From an optimization exercise on the open Yosys and OpenROAD flow, aimed at small area; shortcuts taken in it are not production practice. The RTL was checked by simulation tests, not by an equivalence proof against the original design. Power figures rest on the tool's default switching activity, not on a simulated workload.

<file path="design/flow/constraint.sdc">
create_clock -name core_clock -period 15.0 [get_ports {clk}]
set_input_delay 3.0000 -clock core_clock [delete_from_list [all_inputs] [get_ports {clk}]]
set_output_delay 3.0000 -clock core_clock [all_outputs]
set_load 0.01 [all_outputs]
</file>
<file path="design/flow/config.mk">
export PLATFORM = sky130hd
export DESIGN_NAME = Full_datapath
export DESIGN_NICKNAME = Full_datapath
export VERILOG_FILES = /design/flow/design.v
export SDC_FILE = /design/flow/constraint.sdc
export NUM_CORES = 4
export LEC_CHECK = 0
export CAP_MARGIN = 20
export CORE_MARGIN = 2
export CORE_UTILIZATION = 70
export CTS_BUF_LIST = sky130_fd_sc_hd__clkbuf_8
export CTS_CLUSTER_DIAMETER = 60
export CTS_CLUSTER_SIZE = 14
export PLACE_DENSITY = 0.8
export SLEW_MARGIN = 20
export SYNTH_HIERARCHICAL = 1
export SYNTH_MINIMUM_KEEP_SIZE = 0
</file>
<file path="design/flow/standard.sh">
#!/bin/bash
# synth_recipe.tcl (not shown) runs the flow's synth.tcl, then flattens the netlist and writes it again
# the make line also repeats each setting of config.mk as NAME=value (left out here)
make -C /OpenROAD-flow-scripts/flow DESIGN_CONFIG=/design/flow/config.mk WORK_HOME=/design/flow/orfs CLKGATE_MAP_FILE= SYNTH_SCRIPT=/design/flow/synth_recipe.tcl "${@:-finish}"
</file>
<file path="design/flow/flow/run.sh">
#!/bin/bash
# The standard layout, with single-drive buffers (buf_1) on the ports.
# Synthesis is the standard one, unchanged.
set -euo pipefail
bash standard.sh synth > synth.log 2>&1
bash standard.sh 'BUFFER_PORTS_ARGS=-buffer_cell sky130_fd_sc_hd__buf_1' finish > layout.log 2>&1
</file>
<file path="design/flow/design.v">
`timescale 1ns / 1ps
module Full_datapath( input clk, input rst,
 output [11:0] mem_addr, output [2:0] mem_func, output mem_re, output mem_we,
 output [31:0] mem_wdata, input [31:0] mem_rdata,
 output wb_we, output [4:0] wb_rd, output [31:0] wb_data);
reg        ph;
reg        rdr;
reg        pl;
reg        wbwe;
reg [31:0] pc;       
reg [31:2] ir1;      
reg [31:2] ir;       
reg [4:0]  wrd;
reg [31:0] r;        
reg [31:1] vld;      
wire [4:0] op = ir[6:2];
wire [2:0] f3 = ir[14:12];
wire [4:0] rd = ir[11:7];
wire is_op   = op == 5'b01100;
wire is_opi  = op == 5'b00100;
wire is_ld   = op == 5'b00000;
wire is_st   = op == 5'b01000;
wire is_br   = op == 5'b11000;
wire is_jalr = op == 5'b11001;
reg  is_aui;    
reg  is_jal;
wire jump    = is_jal | is_jalr;
wire ok      = ph & ~rdr;
wire wen     = ok & (is_op | is_opi | is_ld | jump | is_aui) & (rd != 5'd0);
wire [31:0] w;        
wire [4:0] ra = ph ? ir[19:15] : ir[24:20];
wire [31:1] wsel;
wire [30:0] rsel;
genvar g, k;
generate for (g = 1; g < 32; g = g + 1) begin : x
 reg [31:0] q;
 assign wsel[g] = wen && rd == g;
 assign rsel[g-1] = ra == g && vld[g];
 always @(posedge clk) if (wsel[g]) q <= w;
end endgenerate
wire [31:0] rp;
generate for (k = 0; k < 32; k = k + 1) begin : rdb
 wire [30:0] col;
 for (g = 1; g < 32; g = g + 1) begin : c
  assign col[g-1] = x[g].q[k];
 end
 rdbit m(col, rsel, rp[k]);
end endgenerate
wire use_r = is_op | is_br;
wire alu_f = is_op | is_opi | is_jalr;    
wire sub = is_br | (alu_f & (f3 == 3'b010 || f3 == 3'b011 || (f3 == 3'b000 && ir[30] && is_op)));
wire [31:0] imm = {{21{ir[31]}}, ir[30:25], is_st ? ir[11:7] : ir[24:20]};
wire [31:0] bx;       
generate for (k = 0; k < 32; k = k + 1) begin : bs
 mxx m(imm[k], r[k], use_r, sub, bx[k]);
end endgenerate
wire [31:0] sum;
wire [16:0] cl;
wire [32:16] c0, c1;
wire [31:16] s0, s1;
assign cl[0] = sub;
assign c0[16] = 1'b0;
assign c1[16] = 1'b1;
generate for (k = 0; k < 16; k = k + 1) begin : al
 fa m(rp[k], bx[k], cl[k], sum[k], cl[k+1]);
end
for (k = 16; k < 32; k = k + 1) begin : ah
 fa m0(rp[k], bx[k], c0[k], s0[k], c0[k+1]);
 fa m1(rp[k], bx[k], c1[k], s1[k], c1[k+1]);
 mx2 m(s0[k], s1[k], cl[16], sum[k]);
end endgenerate
wire cf;
mx2 mc(c0[32], c1[32], cl[16], cf);
wire zf = sum == 32'd0;
wire lt = rp[31] ^ bx[31] ^ cf;
wire sl = f3 == 3'b001;
wire fill = ir[30] & ~sl & rp[31];
wire [31:0] s_0, s_1, s_2, s_3, s_4, s_5;
generate for (k = 0; k < 32; k = k + 1) begin : sh
 mx2i m0(rp[k], rp[31-k], sl, s_0[k]);
 mx2i m1(s_0[k], (k + 1 < 32) ? s_0[(k + 1) % 32] : ~fill, bx[0], s_1[k]);
 mx2i m2(s_1[k], (k + 2 < 32) ? s_1[(k + 2) % 32] : fill, bx[1], s_2[k]);
 mx2i m3(s_2[k], (k + 4 < 32) ? s_2[(k + 4) % 32] : ~fill, bx[2], s_3[k]);
 mx2i m4(s_3[k], (k + 8 < 32) ? s_3[(k + 8) % 32] : fill, bx[3], s_4[k]);
 mx2i m5(s_4[k], (k + 16 < 32) ? s_4[(k + 16) % 32] : ~fill, bx[4], s_5[k]);
end endgenerate
wire s_sum = ~alu_f | f3 == 3'b000;
wire s_shr = alu_f & f3 == 3'b101;
wire s_shl = alu_f & sl;
wire k_xo  = alu_f & (f3 == 3'b100 || f3 == 3'b110);
wire k_ao  = alu_f & (f3 == 3'b110 || f3 == 3'b111);
wire s_lt  = alu_f & f3 == 3'b010;
wire s_ltu = alu_f & f3 == 3'b011;
wire [31:0] alu, alu_l;
generate for (k = 0; k < 32; k = k + 1) begin : ao
 alubit m(sum[k], s_sum, s_5[k], s_shr, s_5[31-k], s_shl, rp[k], bx[k], k_xo, k_ao, alu_l[k]);
end endgenerate
assign alu = {alu_l[31:1], alu_l[0] | (s_lt & lt) | (s_ltu & ~cf)};
reg cond;
always @*
 case (f3)
  3'b000: cond = zf;
  3'b001: cond = ~zf;
  3'b100: cond = lt;
  3'b101: cond = ~lt;
  3'b110: cond = ~cf;
  3'b111: cond = cf;
  default: cond = 1'b0;
 endcase
wire taken = ok & (jump | (is_br & cond));
wire [31:0] pinc;
wire [32:2] ci;
assign ci[2] = ~rdr;
assign pinc[1:0] = pc[1:0];
generate for (k = 2; k < 32; k = k + 1) begin : inc
 ha m(pc[k], ci[k], pinc[k], ci[k+1]);
end endgenerate
wire [31:0] timm;
assign timm[0] = 1'b0;
assign timm[4:1] = is_aui ? 4'd0 : is_jal ? ir[24:21] : ir[11:8];
assign timm[10:5] = is_aui ? 6'd0 : ir[30:25];
assign timm[11] = is_aui ? 1'b0 : is_jal ? ir[20] : ir[7];
assign timm[19:12] = (is_aui | is_jal) ? ir[19:12] : {8{ir[31]}};
assign timm[31:20] = is_aui ? ir[31:20] : {12{ir[31]}};
wire [31:0] tgt;
wire [32:1] ct;
assign tgt[0] = pc[0];
assign ct[1] = 1'b0;
generate for (k = 1; k < 32; k = k + 1) begin : ta
 fa m(pc[k], timm[k], ct[k], tgt[k], ct[k+1]);
end endgenerate
wire p_hold = ~ph;
wire p_inc  = ph & ~taken;
wire p_tgt  = taken & ~is_jalr;
wire p_alu  = taken & is_jalr;
wire [31:0] pc_next;
generate for (k = 0; k < 32; k = k + 1) begin : pn
 ao4 m(pc[k], p_hold, pinc[k], p_inc, tgt[k], p_tgt, alu[k], p_alu, pc_next[k]);
end endgenerate
wire w_j   = ph & jump;
wire w_au  = ph & is_aui;
wire w_ld  = ph & is_ld;
wire w_alu = ph & ~(jump | is_aui | is_ld);
generate for (k = 0; k < 32; k = k + 1) begin : wm
 ao5 m(pinc[k], w_j, tgt[k], w_au, mem_rdata[k], w_ld, alu[k], w_alu, rp[k], ~ph, w[k]);
end endgenerate
always @(posedge clk or posedge rst)
 if (rst) begin
  ph <= 1'b0; rdr <= 1'b1; pl <= 1'b0; wbwe <= 1'b0; pc <= 32'd0; vld <= 31'd0;
 end else begin
  ph <= ~ph;
  pl <= rdr & ph;
  wbwe <= wen;
  rdr <= ph ? taken : rdr;
  pc <= pc_next;
  vld <= vld | wsel;
 end
always @(posedge clk) begin
 ir1 <= mem_rdata[31:2];
 if (ph) begin
  ir <= ir1;
  is_aui <= ir1[6:2] == 5'b00101;
  is_jal <= ir1[6:2] == 5'b11011;
 end
 wrd <= rd;
 r <= w;
end
assign mem_addr = ph ? sum[11:0] : pinc[11:0];
assign mem_func = ph ? f3 : 3'b010;
assign mem_re = ph ? ok & is_ld : pl;
assign mem_we = ok & is_st;
assign mem_wdata = r;
assign wb_we = wbwe;
assign wb_rd = wrd;
assign wb_data = r;
endmodule
module fa(input a, input b, input ci, output s, output co);
assign {co, s} = a + b + ci;
endmodule
module ha(input a, input b, output s, output co);
assign {co, s} = a + b;
endmodule
module mx2(input a0, input a1, input s, output y);
assign y = s ? a1 : a0;
endmodule
module mx2i(input a0, input a1, input s, output y);
assign y = ~(s ? a1 : a0);
endmodule
module mxx(input a0, input a1, input s, input x, output y);
assign y = (s ? a1 : a0) ^ x;
endmodule
module aoi222(input a1, input a2, input b1, input b2, input c1, input c2, output y);
assign y = ~((a1 & a2) | (b1 & b2) | (c1 & c2));
endmodule
module aoi22(input a1, input a2, input b1, input b2, output y);
assign y = ~((a1 & a2) | (b1 & b2));
endmodule
module ao4(input a1, input a2, input b1, input b2, input c1, input c2, input d1, input d2, output y);
assign y = (a1 & a2) | (b1 & b2) | (c1 & c2) | (d1 & d2);
endmodule
module ao5(input a1, input a2, input b1, input b2, input c1, input c2, input d1, input d2,
 input e1, input e2, output y);
assign y = (a1 & a2) | (b1 & b2) | (c1 & c2) | (d1 & d2) | (e1 & e2);
endmodule
module alubit(input sum, input s_sum, input shr, input s_shr, input shl, input s_shl,
 input a, input b, input k_xo, input k_ao, output y);
assign y = (sum & s_sum) | (shr & s_shr) | (shl & s_shl) | ((a ^ b) & k_xo) | (a & b & k_ao);
endmodule
module lgc(input a, input b, input k_xo, input k_ao, output y);
wire x = a ^ b;
assign y = ~((x & k_xo) | (a & b & k_ao));
endmodule
module rdbit(input [30:0] d, input [30:0] s, output y);
wire [10:0] n;
genvar k;
generate for (k = 0; k < 10; k = k + 1) begin : g
 aoi222 c(d[3*k], s[3*k], d[3*k+1], s[3*k+1], d[3*k+2], s[3*k+2], n[k]);
end endgenerate
assign n[10] = ~(d[30] & s[30]);
assign y = ~&n;
endmodule
</file>
==> results of run 1 <==
==> report_power, final <==
| part | switching, W | total (W) | internal [W] |
|---|---|---|---|
| registers | 0.0000145 | 0.00354 | 0.00352 |
| clock network | 0.000990 | 0.00160 | 0.000609 |
| logic | 0.000107 | 0.000137 | 0.0000297 |
| total | 0.00111 | 0.00527 | 0.00416 |
==> Yosys stat by module, one instance, submodules excluded, excerpt <==
module | cells inside | copies in the design
Full_datapath | 1502 | 1
rdbit | 4 | 32
mxx | 2 | 32
mx2 | 1 | 17
ha | 1 | 30
aoi222 | 1 | 320
mx2i | 1 | 192
==> state kept, by name, summed over array words and instances (netlist names), 5 cells and up <==
register  flops
x.q         992
ir1          30
pc           32
vld          31
wrd           5
ir           30
r            32
==> cell type report <==
type	count	share of cell area (%)
Clock buffer	95	2.553
Clock inverter	45	0.5107
Antenna cell	4	0.01955
Timing Repair Buffer	250	2.888
Tap cell	873	2.133
Inverter	12	0.08797
Sequential cell	1158	65.95
Multi-Input combinational cell	1432	25.86
==> how the worst min path moves through the flow <==
stage	start	cells past startpoint	slack, ns	end
final	ir1[22]$_DFF_P_	0	0.40	ir[22]$_DFFE_PP_
after global routing	ir1[22]$_DFF_P_	0	0.40	ir[22]$_DFFE_PP_
after CTS	ir1[22]$_DFF_P_	0	0.39	ir[22]$_DFFE_PP_
after detailed placement	ir1[25]$_DFF_P_	0	0.39	ir[25]$_DFFE_PP_
after global placement	ir1[30]$_DFF_P_	0	0.39	ir[30]$_DFFE_PP_
after floorplan	ir[11]$_DFFE_PP_	0	0.34	wrd[4]$_DFF_P_
==> synth_stat cells (all sizes together) (3+ instances only) <==
| cell | count | share of area [%] |
|---|---|---|
| a2111o | 32 | 0.76 |
| a222oi | 384 | 8.2 |
| a22oi | 128 | 2.0 |
| and2 | 3 | 0.040 |
| and3 | 35 | 0.46 |
| buf | 43 | 0.65 |
| clkbuf | 8 | 0.066 |
| dfrtp | 66 | 3.5 |
| dfxtp | 67 | 2.8 |
| edfxtp | 1024 | 65 |
| fa | 79 | 3.4 |
| ha | 62 | 1.6 |
| inv | 11 | 0.088 |
| mux2 | 35 | 0.97 |
| mux2i | 230 | 4.9 |
| nand2 | 169 | 1.3 |
| nand2b | 7 | 0.093 |
| nand3 | 4 | 0.042 |
| nand4 | 68 | 0.90 |
| nor2 | 37 | 0.29 |
| nor2b | 8 | 0.11 |
| nor3 | 18 | 0.20 |
| nor3b | 4 | 0.064 |
| nor4 | 21 | 0.42 |
| o21ai | 11 | 0.12 |
| o32ai | 4 | 0.074 |
| or2 | 31 | 0.42 |
| or3 | 3 | 0.040 |
| xnor2 | 34 | 0.63 |
==> through the flow <==
stage,cells,power (W)
3_3_place_gp,3723,0.003734
6_report,3869,0.005273
4_1_cts,3865,0.005276
2_1_floorplan,2653,0.003674
5_1_grt,3866,0.005385
3_5_place_dp,3725,0.003741
==> routing by layer <==
metal	routed length, um	vias up
met5	36	-
met4	10600	6
met3	23070	538
met2	62400	3079
met1	47450	14960
li1	-	12130
==> kinds of logic (layout without fill, tap and decap cells) <==
| logic type | after synthesis | count (layout) |
|---|---|---|
| compound gates | 575 | 575 |
| flops | 1158 | 1158 |
| fa+ha+maj | 141 | 141 |
| xor+xnor | 35 | 35 |
| simple gates | 413 | 413 |
| mux | 265 | 265 |
| buf+inv | 63 | 402 |
| other cells | 2 | 7 |
==> placed cells by master, fill, tap and decap left out, types with 35 or more instances in the layout <==
master | synthesis | routed
edfxtp_1 | 1024 | 1024
a222oi_1 | 384 | 384
mux2i_1 | 230 | 230
nand2_1 | 169 | 155
a22oi_1 | 128 | 128
buf_4 | 33 | 127
buf_1 | 5 | 120
clkbuf_8 | 0 | 95
fa_1 | 79 | 79
nand4_1 | 68 | 68
dfxtp_1 | 67 | 67
dfrtp_1 | 66 | 65
ha_1 | 62 | 62
inv_1 | 11 | 42
and3_1 | 35 | 35
==> results_dict.tcl, run 1 <==
set metrics [dict create \
    grt_pass1_wl_um 204200 \
    clk_root_buffer_cell "clkbuf_8" \
    worst_slack_ns 0.7905 \
    synth_compound_area_share_pct 11.46 \
    final_layout_size_suffix_gt1_share_pct 11.76 \
    max_stage_delay_ns 0.52 \
    worstPathRequired_ns 15.36 \
    seqCellArea_um2 33770 \
    cpLargestDelayFamily "adder cells" \
    cp_common_cell "fa_1" \
    pre_cts_ws_ns 0.6978 \
    globalplace.congestion 1.015 \
    synth_top_family_by_area "compound AO/OA/AOI/OAI gates" \
    rrSetupSlack_ns 0.79 \
    slew_headroom_pct 20.97 \
    cts_buffer_depth 3 \
    num-nets-final 3123 \
    tritoncts "done" \
    hold_violations 0 \
    cts_made_buffers 94 \
    synth_area_um2 47120 \
    gr-usage-met3_pct 12.40 \
    syn_avg_cell_area_um2 17.77 \
    globalRoute.busiestLayer "met2" \
    design_area_um2 51210 \
    cts.clk_slew.worst_paths_ns 0.09 \
    fill_cells 3770 \
    insertion_delay_ns 0.77 \
    synth_edf_count 1024 \
    grt.met1_usage_pct 55.74 \
    multi_input_area_um2 13240 \
    detailed_place_hpwl_um 90660 \
    die_width_um 263.4 \
    ctsHoldBuffers 0 \
    vias 30710 \
    overflow 0 \
    worstPathArrival_ns 14.57 \
    period_needed_ns 14.21 \
    rr_endpoint "x[18].q[31]$_DFFE_PP_" \
    fin_hold_ws_ns 0.4007 \
    setup_viol 0 \
    worst_slew_pin_slew_ns 1.182 \
    leakagePower_nw 17.95 \
    htree_levels 3 \
    period_share_pct 94.73 \
    synth-xor-area-share_pct 0.6506 \
    viasPerCell 7.937 \
    synthFlopType "edfxtp_1" \
    post_cts_buffers 0 \
    num_rows 95 \
    grt_pass1_vias 29640 \
    syn_inst 2652 \
    wl_per_cell_um 37.10 \
    cts.sinks 1158 \
    drc 0 \
    setup.worst_path.start_class "flop" \
    rsz0062_at_grt "false" \
    setup.worst_path.end "x[18].q[31]$_DFFE_PP_" \
    die_h_um 263.4 \
    p_per_area_nw_per_um2 103.0 \
    drt_wl_total_um 143600 \
    critPathBufInv 0 \
    first_iter_violations 6941 \
    endpoint_kind "flop" \
    synth-simple-area-share_pct 4.536 \
    yosysUniqueCellTypes 62 \
    r2r_cells 35 \
    hold_path_class "reg -> reg" \
    max_freq_mhz 70.38 \
    grt_antenna_before_repair 8 \
    grt_util_all_layers_pct 41.37 \
    utilization_pct 76.52 \
    peakVddDrop_mv 0.09228 \
    yosys_warnings 7 \
    yosysSeqAreaShare_pct 71.67 \
    critPathLaunch "ir[21]$_DFFE_PP_" \
    first_pass_iters 11 \
    fp.dieArea_um2 69400 \
    setup-tns-final_ns 0 \
    io_buffers 120 \
    yosys.area_share.adder_pct 5.003 \
    initial_utilization_pct 70.41 \
    use_met2_pct 60.03 \
    crit_path_max_fanout 32 \
    crit_slowest_cell "edfxtp_1" \
    core-area_um2 66920 \
    drv_cap 0 \
    async_flop_share_pct 5.786 \
    status "finished clean" \
    crit_cells 35 \
    num_io_pins 121 \
    rr_startpoint "ir[21]$_DFFE_PP_" \
    post_cts_resized 0 \
    synth.area.mux_share_pct 5.858 \
    area_delta_synth_final_pct 8.676 \
    ant_nets 0 \
    finalClockSkew_ns 0.04483 \
    ys_seq_elements 1158 \
    dpl-instance-area_um2 49590 \
    setup.worst_path.class "reg -> reg" \
    grt_max_degree 68 \
    slew_viol_final 0 \
]
==> run 2: changes to the inputs <==
--- a/design/flow/config.mk
+++ b/design/flow/config.mk
@@ -10,6 +10,6 @@
 export CORE_UTILIZATION = 70
 export CTS_BUF_LIST = sky130_fd_sc_hd__clkbuf_8
-export CTS_CLUSTER_DIAMETER = 60
-export CTS_CLUSTER_SIZE = 14
+export CTS_CLUSTER_DIAMETER = 80
+export CTS_CLUSTER_SIZE = 16
 export PLACE_DENSITY = 0.8
 export SLEW_MARGIN = 20
==> results_dict.tcl, run 2 <==
set metrics [dict create \
    p_sw_w 0.001074 \
    vias 30520 \
    endpoint_kind "flop" \
    ant_nets 0 \
    status "finished clean" \
    cts_made_buffers 82 \
    rr_endpoint "pc[22]$_DFF_PP0_" \
    p_int_w 0.004074 \
    worstPathRequired_ns 15.67 \
    wl_per_cell_um 37.23 \
    regMostFlops "x.q" \
    grt_util_all_layers_pct 41.42 \
    grt_antenna_before_repair 7 \
    fp.dieArea_um2 69400 \
    htree_levels 3 \
    clkPwrFrac_pct 28.6 \
    syn_avg_cell_area_um2 17.77 \
    globalRoute.busiestLayer "met2" \
    cts_buffer_depth 3 \
    initial_utilization_pct 70.41 \
    period_share_pct 94.94 \
    hold_start "ir1[22]$_DFF_P_" \
    max_freq_mhz 70.22 \
    grt.met1_usage_pct 55.60 \
    slew_headroom_pct 24.47 \
    post-synth-top-count-cell "edfxtp_1" \
    grt_pass1_vias 29610 \
    setup.worst_path.class "reg -> reg" \
    hold_violations 0 \
    period_needed_ns 14.24 \
    drc 0 \
    rr_startpoint "ph$_DFF_PP0_" \
    synthFlopType "edfxtp_1" \
    yosysSeqAreaShare_pct 71.67 \
    seqCellArea_um2 33770 \
    detailed_place_hpwl_um 90660 \
    crit_path_max_fanout 48 \
    yosysUniqueCellTypes 62 \
    clk_root_buffer_cell "clkbuf_8" \
    grt_pass1_wl_um 204500 \
    setup.worst_path.start_class "flop" \
    netlist.area_leader.share_pct 65.26 \
    cts.clk_slew.worst_paths_ns 0.11 \
    swShare_pct 20.86 \
    largest_reg_flops 992 \
    p_per_area_nw_per_um2 100.9 \
    peakVddDrop_mv 0.09075 \
    synth.area.top_cells "edfxtp_1 (65%), a222oi_1 (8.2%), mux2i_1 (4.9%)" \
    multi_input_area_um2 13250 \
    die_width_um 263.4 \
    async_flop_share_pct 5.786 \
    synth_top_cell_by_area "edfxtp_1" \
    pre_cts_ws_ns 0.6978 \
    combPwrFrac_pct 2.7 \
    gr-usage-met3_pct 12.82 \
    rsz0062_at_grt "false" \
    rrSetupSlack_ns 0.76 \
    final_layout_size_suffix_gt1_share_pct 11.43 \
    cp_common_cell "fa_1" \
    setup-tns-final_ns 0 \
    final_common_cell "edfxtp_1" \
    first_pass_iters 14 \
    syn_inst 2652 \
    synthTopCellsByCount "edfxtp_1 (1024), a222oi_1 (384), mux2i_1 (230)" \
    holdPathEnd "ir[22]$_DFFE_PP_" \
    first_iter_violations 7119 \
    setup_viol 0 \
    io_buffers 120 \
    drv_cap 0 \
    hold_path_class "reg -> reg" \
    leakagePower_nw 17.83 \
    num_io_pins 121 \
    use_met2_pct 59.64 \
    most-common-layout-cells "edfxtp_1 (1024), a222oi_1 (384), mux2i_1 (230), nand2_1 (156), a22oi_1 (128)" \
    yosys_warnings 7 \
    min_path_cells 0 \
    worstPathArrival_ns 14.92 \
    worst_slack_ns 0.7591 \
    utilization_pct 76.23 \
    ctsHoldBuffers 0 \
    cts.sinks 1158 \
    synth_edf_count 1024 \
    slew_viol_final 0 \
    overflow 0 \
    worst_slew_pin_slew_ns 1.133 \
    top_regs "x.q x992, pc x32, r x32" \
    num-nets-final 3112 \
    viasPerCell 7.928 \
    grt_max_degree 68 \
    tritoncts "done" \
    area_delta_synth_final_pct 8.267 \
    insertion_delay_ns 0.75 \
    synth_area_um2 47120 \
    drt_wl_total_um 143300 \
    ys_seq_elements 1158 \
    fill_cells 3774 \
    globalplace.congestion 1.015 \
    num_rows 95 \
    finalClockSkew_ns 0.05106 \
    seq_power_share_pct 68.7 \
    max_stage_delay_ns 0.94 \
    r2r_cells 34 \
    core-area_um2 66920 \
    die_h_um 263.4 \
    crit_slowest_cell "a21o_1" \
]
run 2: critical path: cells and delay by family (launching register included):
kind | cells | cell delay (ns)
buffers and inverters | 4 | 1.19
DFF | 1 | 0.72
and+or+nand+nor | 7 | 2.10
muxes | 1 | 0.47
adders and majority gates | 16 | 6.97
AOI/OAI and AO/OA | 6 | 2.70
run 2: routing by layer:
layer / vias up / share of wire, %
li1: 12090 / -
met1: 14950 / 33
met2: 2997 / 43
met3: 483 / 16
met4: 6 / 7.6
met5: - / 0.027
run 2: timing repair:
item / CTS / global route
setup endpoints to repair: 0 / 31
hold endpoints to repair: 0 / 0
gates resized for setup: 0 / 1
buffers inserted: 0 / 0
run 2: worst max-delay path by stage:
stage	from	to	slack, ns	depth (start not counted)
3_3_place_gp	ir[21]$_DFFE_PP_	x[16].q[31]$_DFFE_PP_	0.89	35
3_5_place_dp	ir[21]$_DFFE_PP_	x[16].q[31]$_DFFE_PP_	0.70	35
5_1_grt	ir[21]$_DFFE_PP_	x[14].q[31]$_DFFE_PP_	0.26	35
2_1_floorplan	ph$_DFF_PP0_	pc[0]$_DFF_PP0_	0.88	31
4_1_cts	ir[21]$_DFFE_PP_	x[14].q[31]$_DFFE_PP_	0.66	35
6_report	ph$_DFF_PP0_	pc[22]$_DFF_PP0_	0.76	34
run 2: layout make-up:
cell class | instances | area share (%)
Clock inverter | 39 | 0.4145
Timing Repair Buffer | 251 | 2.929
Clock buffer | 83 | 2.239
Inverter | 12 | 0.08830
Tap cell | 873 | 2.141
Antenna cell | 2 | 0.009811
Sequential cell | 1158 | 66.20
Multi-Input combinational cell | 1432 | 25.98
run 2: power groups by stage:
stage / registers, W / logic [W] / clock network [W]
floorplan: 0.00361 / 0.0000654 / 0
global placement: 0.00361 / 0.000123 / 0
detailed placement: 0.00361 / 0.000130 / 0
CTS: 0.00354 / 0.000130 / 0.00148
global route: 0.00354 / 0.000142 / 0.00158
finish: 0.00354 / 0.000137 / 0.00147
run 2: stage by stage:
stage	instance area, um^2	total power, W	std cells	hold WS (ns)
finish	51010	0.005148	3850	0.4038
global route	51010	0.005266	3849	0.4036
CTS	50940	0.005149	3847	0.3985
detailed placement	49590	0.003741	3725	0.3887
global placement	49530	0.003734	3723	0.3863
floorplan	47120	0.003674	2653	0.3427
run 2: logic make-up after synthesis:
group	synth area share (%)
other	0.01594
adder cells (fa/ha/maj)	5.003
buffers and inverters	0.8073
AO/OA/AOI/OAI	11.46
flip-flops	71.67
AND/OR/NAND/NOR	4.536
XOR/XNOR	0.6506
multiplexers	5.858
run 2: per-module statistics from Yosys (local to each module, per instance):
module	cells inside	area [um^2]	flip-flops and latches	times used
ha	1	12.51	0	30
mx2i	1	10.01	0	192
mx2	1	15.01	0	17
alubit	4	33.78	0	32
mxx	2	18.77	0	32
rdbit	4	27.53	0	32
aoi222	1	10.01	0	320
fa	1	20.02	0	79
Full_datapath	1502	35940	1158	1
ao4	3	18.77	0	32
ao5	3	21.27	0	32
==> run 3: changes to the inputs <==
--- a/design/flow/config.mk
+++ b/design/flow/config.mk
@@ -10,6 +10,6 @@
 export CORE_UTILIZATION = 70
 export CTS_BUF_LIST = sky130_fd_sc_hd__clkbuf_8
-export CTS_CLUSTER_DIAMETER = 80
-export CTS_CLUSTER_SIZE = 16
+export CTS_CLUSTER_DIAMETER = 70
+export CTS_CLUSTER_SIZE = 15
 export PLACE_DENSITY = 0.8
 export SLEW_MARGIN = 20
==> results_dict.tcl, run 3 <==
set metrics [dict create \
    grt_pass1_wl_um 204400 \
    core-area_um2 66920 \
    fp.dieArea_um2 69400 \
    most-common-layout-cells "edfxtp_1 (1024), a222oi_1 (384), mux2i_1 (230), nand2_1 (155), a22oi_1 (128)" \
    drt_wl_total_um 143500 \
    netlist.area_leader.share_pct 65.26 \
    crit_path_max_fanout 32 \
    drv_cap 0 \
    setup_viol 0 \
    period_needed_ns 14.26 \
    p_int_w 0.004110 \
    post-synth-top-count-cell "edfxtp_1" \
    worstPathRequired_ns 15.34 \
    slew_viol_final 0 \
    hold_violations 0 \
    cpLargestDelayFamily "adder cells" \
    overflow 0 \
    rsz0062_at_grt "false" \
    synth_edf_count 1024 \
    period_share_pct 95.06 \
    io_buffers 120 \
    p_per_area_nw_per_um2 102.0 \
    finalClockSkew_ns 0.05287 \
    grt_max_degree 68 \
    insertion_delay_ns 0.76 \
    clk_root_buffer_cell "clkbuf_8" \
    tritoncts "done" \
    ant_nets 0 \
    synth.area.top_cells "edfxtp_1 (65%), a222oi_1 (8.2%), mux2i_1 (4.9%)" \
    combPwrFrac_pct 2.6 \
    cts.clk_slew.worst_paths_ns 0.12 \
    wl_per_cell_um 37.12 \
    cts.sinks 1158 \
    vias 30740 \
    globalplace.congestion 1.015 \
    top_regs "x.q x992, pc x32, r x32" \
    swShare_pct 21.17 \
    setup.worst_path.class "reg -> reg" \
    detailed_place_hpwl_um 90660 \
    drc 0 \
    area_delta_synth_final_pct 8.471 \
    max_freq_mhz 70.13 \
    num_rows 95 \
    ys_seq_elements 1158 \
    syn_avg_cell_area_um2 17.77 \
    initial_utilization_pct 70.41 \
    worst_slack_ns 0.7409 \
    hold_path_class "reg -> reg" \
    synth_area_um2 47120 \
    leakagePower_nw 17.90 \
    cts_made_buffers 88 \
    yosysUniqueCellTypes 62 \
    max_stage_delay_ns 0.52 \
    pre_cts_ws_ns 0.6978 \
    seq_power_share_pct 67.9 \
    slew_headroom_pct 15.82 \
    async_flop_share_pct 5.786 \
    peakVddDrop_mv 0.09314 \
    setup-tns-final_ns 0 \
    cts_buffer_depth 3 \
    worstPathArrival_ns 14.60 \
    largest_reg_flops 992 \
    first_pass_iters 14 \
    worst_slew_pin_slew_ns 1.259 \
    synthTopCellsByCount "edfxtp_1 (1024), a222oi_1 (384), mux2i_1 (230)" \
    setup.worst_path.start_class "flop" \
    yosysSeqAreaShare_pct 71.67 \
    die_width_um 263.4 \
    p_sw_w 0.001104 \
    grt_pass1_vias 29530 \
    num-nets-final 3117 \
    die_h_um 263.4 \
    viasPerCell 7.952 \
    clkPwrFrac_pct 29.5 \
    syn_inst 2652 \
    regMostFlops "x.q" \
    crit_slowest_cell "edfxtp_1" \
    first_iter_violations 7188 \
    endpoint_kind "flop" \
    ctsHoldBuffers 0 \
    post_cts_buffers 0 \
    grt_util_all_layers_pct 41.42 \
    final_common_cell "edfxtp_1" \
    cp_common_cell "fa_1" \
    num_io_pins 121 \
    grt_antenna_before_repair 10 \
    synth_top_cell_by_area "edfxtp_1" \
    critPathBufInv 0 \
    yosys_warnings 7 \
    final_layout_size_suffix_gt1_share_pct 11.52 \
    htree_levels 3 \
    status "finished clean" \
    synthFlopType "edfxtp_1" \
]
[run 3: cell types whose count changed in the layout (fill, tap and decap cells not counted), sizes merged]
cell / before / now
buf: 251 / 250
clkbuf: 83 / 89
clkinv: 2 / 4
clkinvlp: 3 / 2
diode: 2 / 7
inv: 46 / 50
[run 3: Yosys stat by module, one instance, submodules excluded, excerpt]
module         times used  flops+latches  area [um^2]
aoi222                320              0        10.01
fa                     79              0        20.02
rdbit                  32              0        27.53
Full_datapath           1           1158        35940
mx2i                  192              0        10.01
ao5                    32              0        21.27
mx2                    17              0        15.01
alubit                 32              0        33.78
ao4                    32              0        18.77
mxx                    32              0        18.77
[run 3: metal layers]
layer	part of all wire, %	global-route usage [%]	vias up	wire length, um
met3	16	12.06	488	22710
met4	6.6	24.60	6	9533
li1	-	-	12110	-
met5	0.025	0	-	36
met2	44	60.25	3055	63010
met1	34	56.43	15070	48190
[run 3: power by group through the flow]
stage | clock network (W) | logic, W | registers [W]
after floorplan | 0 | 0.0000654 | 0.00361
after global placement | 0 | 0.000123 | 0.00361
after detailed placement | 0 | 0.000130 | 0.00361
after CTS | 0.00154 | 0.000130 | 0.00354
after global routing | 0.00164 | 0.000142 | 0.00354
final | 0.00154 | 0.000137 | 0.00354
[run 3: cells by family (layout without fill, tap and decap cells)]
kind of cell | Yosys count | in the layout | synth area share, %
buf+inv | 63 | 395 | 0.8073
mux | 265 | 265 | 5.858
simple gates | 413 | 413 | 4.536
flops | 1158 | 1158 | 71.67
fa+ha+maj | 141 | 141 | 5.003
other cells | 2 | 10 | 0.01594
compound gates | 575 | 575 | 11.46
xor+xnor | 35 | 35 | 0.6506
[run 3: worst paths after layout]
check                                      start  cells after the start  slack [ns]                    end
worst max-delay path            ir[21]$_DFFE_PP_                     35        0.74  x[16].q[31]$_DFFE_PP_
worst min-delay path             ir1[28]$_DFF_P_                      0        0.40       ir[28]$_DFFE_PP_
worst max register to register  ir[21]$_DFFE_PP_                     35        0.74  x[16].q[31]$_DFFE_PP_
worst min register to register   ir1[28]$_DFF_P_                      0        0.40       ir[28]$_DFFE_PP_
max in group asynchronous                    rst                      3       11.76           ph$_DFF_PP0_
min in group asynchronous                    rst                      3        2.54       pc[15]$_DFF_PP0_
[run 3: metrics by stage]
step	area, um^2	util (%)	total power, W	hold slack (ns)	instances
finish	51110	76.37	0.005213	0.3956	3865
global route	51090	76.35	0.005325	0.4218	3859
CTS	51050	76.29	0.005206	0.3907	3858
detailed placement	49590	74.10	0.003741	0.3887	3725
global placement	49530	74.01	0.003734	0.3863	3723
floorplan	47120	-	0.003674	0.3427	2653
[run 3: final cells by class]
cell class | count | area (um^2)
Antenna cell | 7 | 17.52
Clock buffer | 89 | 1225
Clock inverter | 44 | 240.2
Fill cell | 3758 | 15810
Inverter | 12 | 45.04
Multi-Input combinational cell | 1432 | 13240
Sequential cell | 1158 | 33770
Tap cell | 873 | 1092
Timing Repair Buffer | 250 | 1479
[run 3: repair_timing]
| item | in CTS | in global routing |
|---|---|---|
| resized for setup | 0 | 1 |
| setup endpoints to repair | 0 | 31 |
| hold endpoints to repair | 0 | 0 |
==> run 4: changes to the inputs <==
--- a/design/flow/design.v
+++ b/design/flow/design.v
@@ -166,5 +166,7 @@
  r <= w;
 end
-assign mem_addr = ph ? sum[11:0] : pinc[11:0];
+generate for (k = 0; k < 12; k = k + 1) begin : ma
+ mx2 m(pinc[k], sum[k], ph, mem_addr[k]);
+end endgenerate
 assign mem_func = ph ? f3 : 3'b010;
 assign mem_re = ph ? ok & is_ld : pl;
--- a/design/flow/config.mk
+++ b/design/flow/config.mk
@@ -8,9 +8,9 @@
 export CAP_MARGIN = 20
 export CORE_MARGIN = 2
-export CORE_UTILIZATION = 70
+export CORE_UTILIZATION = 55
 export CTS_BUF_LIST = sky130_fd_sc_hd__clkbuf_8
-export CTS_CLUSTER_DIAMETER = 70
-export CTS_CLUSTER_SIZE = 15
-export PLACE_DENSITY = 0.8
+export CTS_CLUSTER_DIAMETER = 60
+export CTS_CLUSTER_SIZE = 14
+export PLACE_DENSITY = 0.65
 export SLEW_MARGIN = 20
 export SYNTH_HIERARCHICAL = 1
==> results_dict.tcl, run 4 <==
set metrics [dict create \
    htree_levels 3 \
    endpoint_kind "flop" \
    leakagePower_nw 18.01 \
    first_pass_iters 13 \
    crit_cells 35 \
    clk_root_buffer_cell "clkbuf_8" \
    die_width_um 296.8 \
    num-nets-final 3126 \
    post_cts_resized 0 \
    r2r_cells 35 \
    most-common-layout-cells "edfxtp_1 (1024), a222oi_1 (384), mux2i_1 (230), nand2_1 (153), a22oi_1 (128)" \
    rsz0062_at_grt "false" \
    hold_start "ir1[11]$_DFF_P_" \
    slew_headroom_pct 20.49 \
    min_path_cells 0 \
    num_rows 107 \
    grt_pass1_wl_um 218200 \
    yosysUniqueCellTypes 60 \
    setup.worst_path.class "reg -> reg" \
    p_sw_w 0.001143 \
    overflow 0 \
    seq_power_share_pct 66.1 \
    largest_reg_flops 992 \
    netlist.area_leader.share_pct 65.19 \
    worstPathArrival_ns 14.74 \
    slew_viol_final 0 \
    syn_avg_cell_area_um2 17.78 \
    synth_area_um2 47170 \
    worst_slew_pin_slew_ns 1.189 \
    grt_pass1_vias 29470 \
    clkPwrFrac_pct 31.4 \
    period_share_pct 96.21 \
    initial_utilization_pct 55.48 \
    cp_common_cell "fa_1" \
    area_delta_synth_final_pct 9.486 \
    critPathBufInv 0 \
    vias 30460 \
    core-area_um2 85010 \
    cts.clk_slew.worst_paths_ns 0.10 \
    die_h_um 296.8 \
    hold_path_class "reg -> reg" \
    combPwrFrac_pct 2.4 \
    cts.sinks 1158 \
    async_flop_share_pct 5.786 \
    ant_nets 0 \
    viasPerCell 7.351 \
    finalClockSkew_ns 0.05907 \
    synth.area.top_cells "edfxtp_1 (65%), a222oi_1 (8.1%), mux2i_1 (4.9%)" \
    post_cts_buffers 0 \
    setup-tns-final_ns 0 \
    num_io_pins 121 \
    ctsHoldBuffers 0 \
    rr_startpoint "ir[8]$_DFFE_PP_" \
    fin_hold_ws_ns 0.4076 \
    max_stage_delay_ns 0.57 \
    top_regs "x.q x992, pc x32, r x32" \
    period_needed_ns 14.43 \
    drv_cap 0 \
    yosys_warnings 7 \
    rr_endpoint "x[21].q[31]$_DFFE_PP_" \
    first_iter_violations 6220 \
    grt_max_degree 70 \
    synth_edf_count 1024 \
    fp.dieArea_um2 88120 \
    globalplace.congestion 0.9223 \
    tritoncts "done" \
    setup_viol 0 \
    worstPathRequired_ns 15.31 \
    wl_per_cell_um 37.98 \
    regMostFlops "x.q" \
    crit_path_max_fanout 32 \
    post-synth-top-count-cell "edfxtp_1" \
    cpLargestDelayFamily "adder cells" \
    syn_inst 2653 \
    synthFlopType "edfxtp_1" \
    utilization_pct 60.75 \
    swShare_pct 21.37 \
    cts_buffer_depth 3 \
    status "finished clean" \
    io_buffers 120 \
    final_common_cell "edfxtp_1" \
    p_int_w 0.004206 \
    hold_violations 0 \
    final_layout_size_suffix_gt1_share_pct 12.38 \
    cts_made_buffers 99 \
    crit_slowest_cell "nand2_1" \
    grt_antenna_before_repair 3 \
    grt_util_all_layers_pct 35.12 \
    ys_seq_elements 1158 \
    drc 0 \
    drt_wl_total_um 157400 \
    p_per_area_nw_per_um2 103.6 \
    synth_top_cell_by_area "edfxtp_1" \
    setup.worst_path.start_class "flop" \
    max_freq_mhz 69.30 \
    synthTopCellsByCount "edfxtp_1 (1024), a222oi_1 (384), mux2i_1 (230)" \
    detailed_place_hpwl_um 97300 \
    peakVddDrop_mv 0.07191 \
    rrSetupSlack_ns 0.57 \
    holdPathEnd "ir[11]$_DFFE_PP_" \
    yosysSeqAreaShare_pct 71.59 \
    insertion_delay_ns 0.79 \
]
run 4: cell types whose count changed after synthesis, sizes merged, moves of 2 or more:
cell and change:
clkbuf +3, buf -3, nor4 +3, nor4b -2, or3 +2, nand2 +2
run 4: worst register-to-register path: cells and delay by family, from the launching register on:
kind                     cells  cell delay, ns
AND/OR/NAND/NOR              2            0.66
AO/OA/AOI/OAI                1            0.18
multiplexers                 1            0.25
adder cells (fa/ha/maj)     31           12.33
flip-flops                   1            0.51
run 4: final cells by class:
class | count | area [um^2]
sequential | 1158 | 33770
fill | 6240 | 33370
multi-input combinational | 1434 | 13290
tap | 1144 | 1431
clock buffer | 103 | 1418
timing repair buffer | 247 | 1411
clock inverter | 44 | 270.3
inverter | 11 | 41.29
antenna | 3 | 7.507
run 4: per-module statistics from Yosys (local to each module, per instance), excerpt:
module / times used / flip-flops and latches / cells
Full_datapath: 1 / 1158 / 1491
ao5: 32 / 0 / 3
fa: 79 / 0 / 1
mxx: 32 / 0 / 2
ao4: 32 / 0 / 3
mx2: 29 / 0 / 1
ha: 30 / 0 / 1
run 4: worst max-delay path by stage:
stage                     startpoint                    end  slack (ns)
floorplan               ph$_DFF_PP0_        pc[0]$_DFF_PP0_        0.40
global placement    ir[21]$_DFFE_PP_  x[28].q[31]$_DFFE_PP_        0.81
detailed placement   ir[8]$_DFFE_PP_  x[26].q[31]$_DFFE_PP_        0.66
CTS                  ir[8]$_DFFE_PP_   x[6].q[31]$_DFFE_PP_        0.64
global route         ir[8]$_DFFE_PP_   x[6].q[31]$_DFFE_PP_        0.16
finish               ir[8]$_DFFE_PP_  x[21].q[31]$_DFFE_PP_        0.57
run 4: through the flow:
stage          instances  power [W]  setup slack (ns)  instance area [um^2]
2_1_floorplan       2654   0.003674            0.3993                 47170
3_3_place_gp        3993   0.003731            0.8058                 49890
3_5_place_dp        3994   0.003737            0.6559                 49900
4_1_cts             4141   0.005362            0.6351                 51590
5_1_grt             4142   0.005482            0.1633                 51640
6_report            4144   0.005349            0.5692                 51640
run 4: kinds of logic after synthesis:
| group | after synthesis | synth area share (%) |
|---|---|---|
| buffers and inverters | 62 | 0.8223 |
| adder cells (fa/ha/maj) | 141 | 4.998 |
| XOR/XNOR | 35 | 0.6499 |
| AO/OA/AOI/OAI | 577 | 11.49 |
| flip-flops | 1158 | 71.59 |
| other | 2 | 0.01592 |
| multiplexers | 265 | 5.947 |
| AND/OR/NAND/NOR | 413 | 4.488 |
run 4: metal layers:
layer	wire (um)	GRT usage, %	vias up
li1	-	-	12150
met1	54050	45.56	15350
met2	72190	54.53	2491
met3	20630	8.280	473
met4	10510	20.49	0
met5	0	0	-
run 4: power groups by stage:
stage	Sequential, W	Clock, W	Combinational (W)
5_1_grt	0.00354	0.00181	0.000135
6_report	0.00354	0.00168	0.000129
3_5_place_dp	0.00361	0	0.000123
3_3_place_gp	0.00361	0	0.000118
4_1_cts	0.00354	0.00170	0.000123
2_1_floorplan	0.00361	0	0.0000657
==> run 5: changes to the inputs <==
==> design/flow/flow/run.sh (replaced) <==
#!/bin/bash
# The standard layout, with single-drive buffers on the ports and
# power recovery (downsizing of gates off the critical paths) after
# global routing. Synthesis is the standard one, unchanged.
set -euo pipefail
bash standard.sh synth > synth.log 2>&1
bash standard.sh 'BUFFER_PORTS_ARGS=-buffer_cell sky130_fd_sc_hd__buf_1' RECOVER_POWER=100 finish > layout.log 2>&1
==> results_dict.tcl, run 5 <==
set metrics [dict create \
    dpl-instance-area_um2 49900 \
    ant_nets 0 \
    num_rows 107 \
    drv_cap 45 \
    r2r_cells 35 \
    insertion_delay_ns 0.79 \
    regMostFlops "x.q" \
    core-area_um2 85010 \
    wl_per_cell_um 38.01 \
    drc 0 \
    cp_common_cell "fa_1" \
    drt_wl_total_um 157400 \
    yosys_warnings 7 \
    hold_path_class "reg -> reg" \
    violations "max-capacitance violations, max-slew violations" \
    num_io_pins 121 \
    fill_cells 6347 \
    period_needed_ns 14.46 \
    grt_pass1_wl_um 218200 \
    first_iter_violations 6220 \
    utilization_pct 60.27 \
    final_cells 4142 \
    hold_violations 0 \
    dp.cells 3994 \
    cts.sinks 1158 \
    area_delta_synth_final_pct 8.629 \
    cts_made_buffers 99 \
    peakVddDrop_mv 0.07195 \
    largest_reg_flops 992 \
    ctsHoldBuffers 0 \
    grt_max_degree 70 \
    period_share_pct 96.38 \
    die_width_um 296.8 \
    post_cts_resized 0 \
    total_power_w 0.005350 \
    io_buffers 120 \
    leakagePower_nw 17.70 \
    post-synth-top-count-cell "edfxtp_1" \
    yosysUniqueCellTypes 60 \
    grt_antenna_before_repair 3 \
    synth_edf_count 1024 \
    p_per_area_nw_per_um2 104.4 \
    top_regs "x.q x992, pc x32, r x32" \
    overflow 0 \
    async_flop_share_pct 5.786 \
    grt_pass1_vias 29470 \
    crit_path_max_fanout 32 \
    clk_root_buffer_cell "clkbuf_8" \
    num-nets-final 3126 \
    worst_slew_pin_slew_ns 4.233 \
    globalplace.congestion 0.9223 \
    grt_util_all_layers_pct 35.12 \
    setup.worst_path.class "reg -> reg" \
    synth.area.top_cells "edfxtp_1 (65%), a222oi_1 (8.1%), mux2i_1 (4.9%)" \
    tritoncts "done" \
    setup_viol 0 \
    die_h_um 296.8 \
    setup-tns-final_ns 0 \
    max_freq_mhz 69.17 \
    most-common-layout-cells "edfxtp_1 (1024), a222oi_1 (384), mux2i_1 (230), nand2_1 (169), a22oi_1 (128)" \
    final_common_cell "edfxtp_1" \
    status "complete, but fails checks" \
    crit_slowest_cell "nand2_1" \
    cts.clk_slew.worst_paths_ns 0.09 \
    fp.dieArea_um2 88120 \
    worstPathRequired_ns 15.30 \
    worstPathArrival_ns 14.75 \
    final_layout_size_suffix_gt1_share_pct 8.809 \
    min_path_cells 0 \
    vias 30160 \
    viasPerCell 7.282 \
    synth_area_um2 47170 \
    synthTopCellsByCount "edfxtp_1 (1024), a222oi_1 (384), mux2i_1 (230)" \
    design_area_um2 51240 \
    slew_headroom_pct -182.2 \
    initial_utilization_pct 55.48 \
    netlist.area_leader.share_pct 65.19 \
    synth_top_cell_by_area "edfxtp_1" \
    first_pass_iters 14 \
    rsz0062_at_grt "false" \
    max_stage_delay_ns 0.57 \
    post_cts_buffers 0 \
    ys_seq_elements 1158 \
    htree_levels 3 \
    syn_avg_cell_area_um2 17.78 \
    slew_viol_final 1572 \
    synthFlopType "edfxtp_1" \
    detailed_place_hpwl_um 97300 \
    syn_inst 2653 \
    endpoint_kind "flop" \
    yosysSeqAreaShare_pct 71.59 \
    setup.worst_path.start_class "flop" \
    finalClockSkew_ns 0.06221 \
    cts_buffer_depth 3 \
]
==> run 5: cell counts after synthesis <==
Identical to the previous run, type by type.
==> run 5: per-stage QoR <==
step | worst slack, ns | hold WS, ns
after floorplan | 0.3993 | 0.3855
after global placement | 0.8058 | 0.3872
after detailed placement | 0.6559 | 0.3887
after CTS | 0.6351 | 0.4084
after global routing | 0.1597 | 0.4148
final | 0.5429 | 0.4071
==> run 5: layer usage <==
metal  vias up  global-route usage (%)  wire [um]
li1      12130                       -          -
met1     15200                   45.56      54480
met2      2391                   54.53      72110
met3       452                   8.280      20250
met4         0                   20.49      10580
met5         -                       0          0
==> run 5: area by class of cell <==
type	instances	area, um^2	area share (%)
flip-flops and latches	1158	33770	65.91
multi-input cells	1434	13080	25.53
well taps	1144	1431	2.794
clock buffers	103	1418	2.767
repair buffers	247	1227	2.396
clock inverters	44	270.3	0.5275
inverters	11	41.29	0.08058
diodes	1	2.502	0.004884
==> run 5: power by group <==
part           switching (W)  internal, W
sequential         0.0000140      0.00353
clock                0.00103     0.000655
combinational       0.000101    0.0000249
total                0.00114      0.00421
==> run 5: cells by family (layout without fill, tap and decap cells) <==
group | Yosys count | count (layout) | synth area share [%]
buffers and inverters | 62 | 405 | 0.8223
muxes | 265 | 265 | 5.947
AOI/OAI and AO/OA | 577 | 577 | 11.49
other | 2 | 4 | 0.01592
DFF | 1158 | 1158 | 71.59
and+or+nand+nor | 413 | 413 | 4.488
adders and majority gates | 141 | 141 | 4.998
xor gates and xnor gates | 35 | 35 | 0.6499
==> run 5: path summary, 6_finish.rpt <==
check                                 from                    end  slack, ns
max in group asynchronous              rst       pc[26]$_DFF_PP0_       8.79
min in group asynchronous              rst        pc[1]$_DFF_PP0_       3.85
setup / recovery           ir[8]$_DFFE_PP_  x[23].q[31]$_DFFE_PP_       0.54
setup reg to reg           ir[8]$_DFFE_PP_  x[23].q[31]$_DFFE_PP_       0.54
hold / removal             ir1[14]$_DFF_P_       ir[14]$_DFFE_PP_       0.41
hold reg to reg            ir1[14]$_DFF_P_       ir[14]$_DFFE_PP_       0.41
==> run 5: worst max-delay path: cells and delay by family, from the launching register on <==
kind / cells / cell delay (ns)
AO/OA/AOI/OAI: 1 / 0.18
multiplexers: 1 / 0.25
AND/OR/NAND/NOR: 2 / 0.66
adder cells (fa/ha/maj): 31 / 12.36
flip-flops: 1 / 0.51
==> run 5: Yosys stat by module (local to each module, per instance) <==
module	area (um^2)	times used	cells	flops+latches
mxx	18.77	32	2	0
mx2	15.01	29	1	0
ao5	21.27	32	3	0
alubit	33.78	32	4	0
rdbit	27.53	32	4	0
ao4	18.77	32	3	0
aoi222	10.01	320	1	0
ha	12.51	30	1	0
fa	20.02	79	1	0
mx2i	10.01	192	1	0
Full_datapath	35810	1	1491	1158

==> separate check: timing with driven ports <==
Ports are ideal in the flow. The routed layouts listed here were re-timed in OpenROAD.
Step 1: set_driving_cell puts a clkbuf_16 on clk and a buf_2 on each other input, an assumption about the parent block.
Step 2, shift: input delay + t, output delay - t, t = (earliest + latest rising clock arrival at the registers) / 2. This alone moves slack from input paths to output paths.
Slacks: no drivers / after step 1 / after step 2; pairs: no drivers / after step 1.
| run | t, ns | slack for setup (ns) | hold WS [ns] | worst setup path after step 2 | clock arrival spread, ns |
|---|---|---|---|---|---|
| run 1 | 0.814 | 0.791 / 0.791 / 0.791 | 0.401 / 0.401 / 0.401 | register to register | 0.045 / 0.045 |
| run 2 | 0.784 | 0.759 / 0.759 / 0.759 | 0.404 / 0.404 / 0.404 | register to register | 0.051 / 0.051 |
| run 3 | 0.798 | 0.741 / 0.741 / 0.741 | 0.396 / 0.396 / 0.396 | register to register | 0.053 / 0.053 |
| run 4 | 0.816 | 0.569 / 0.569 / 0.569 | 0.408 / 0.408 / 0.408 | register to register | 0.059 / 0.059 |
| run 5 | 0.826 | 0.543 / 0.543 / 0.543 | 0.407 / 0.407 / 0.407 | register to register | 0.062 / 0.063 |
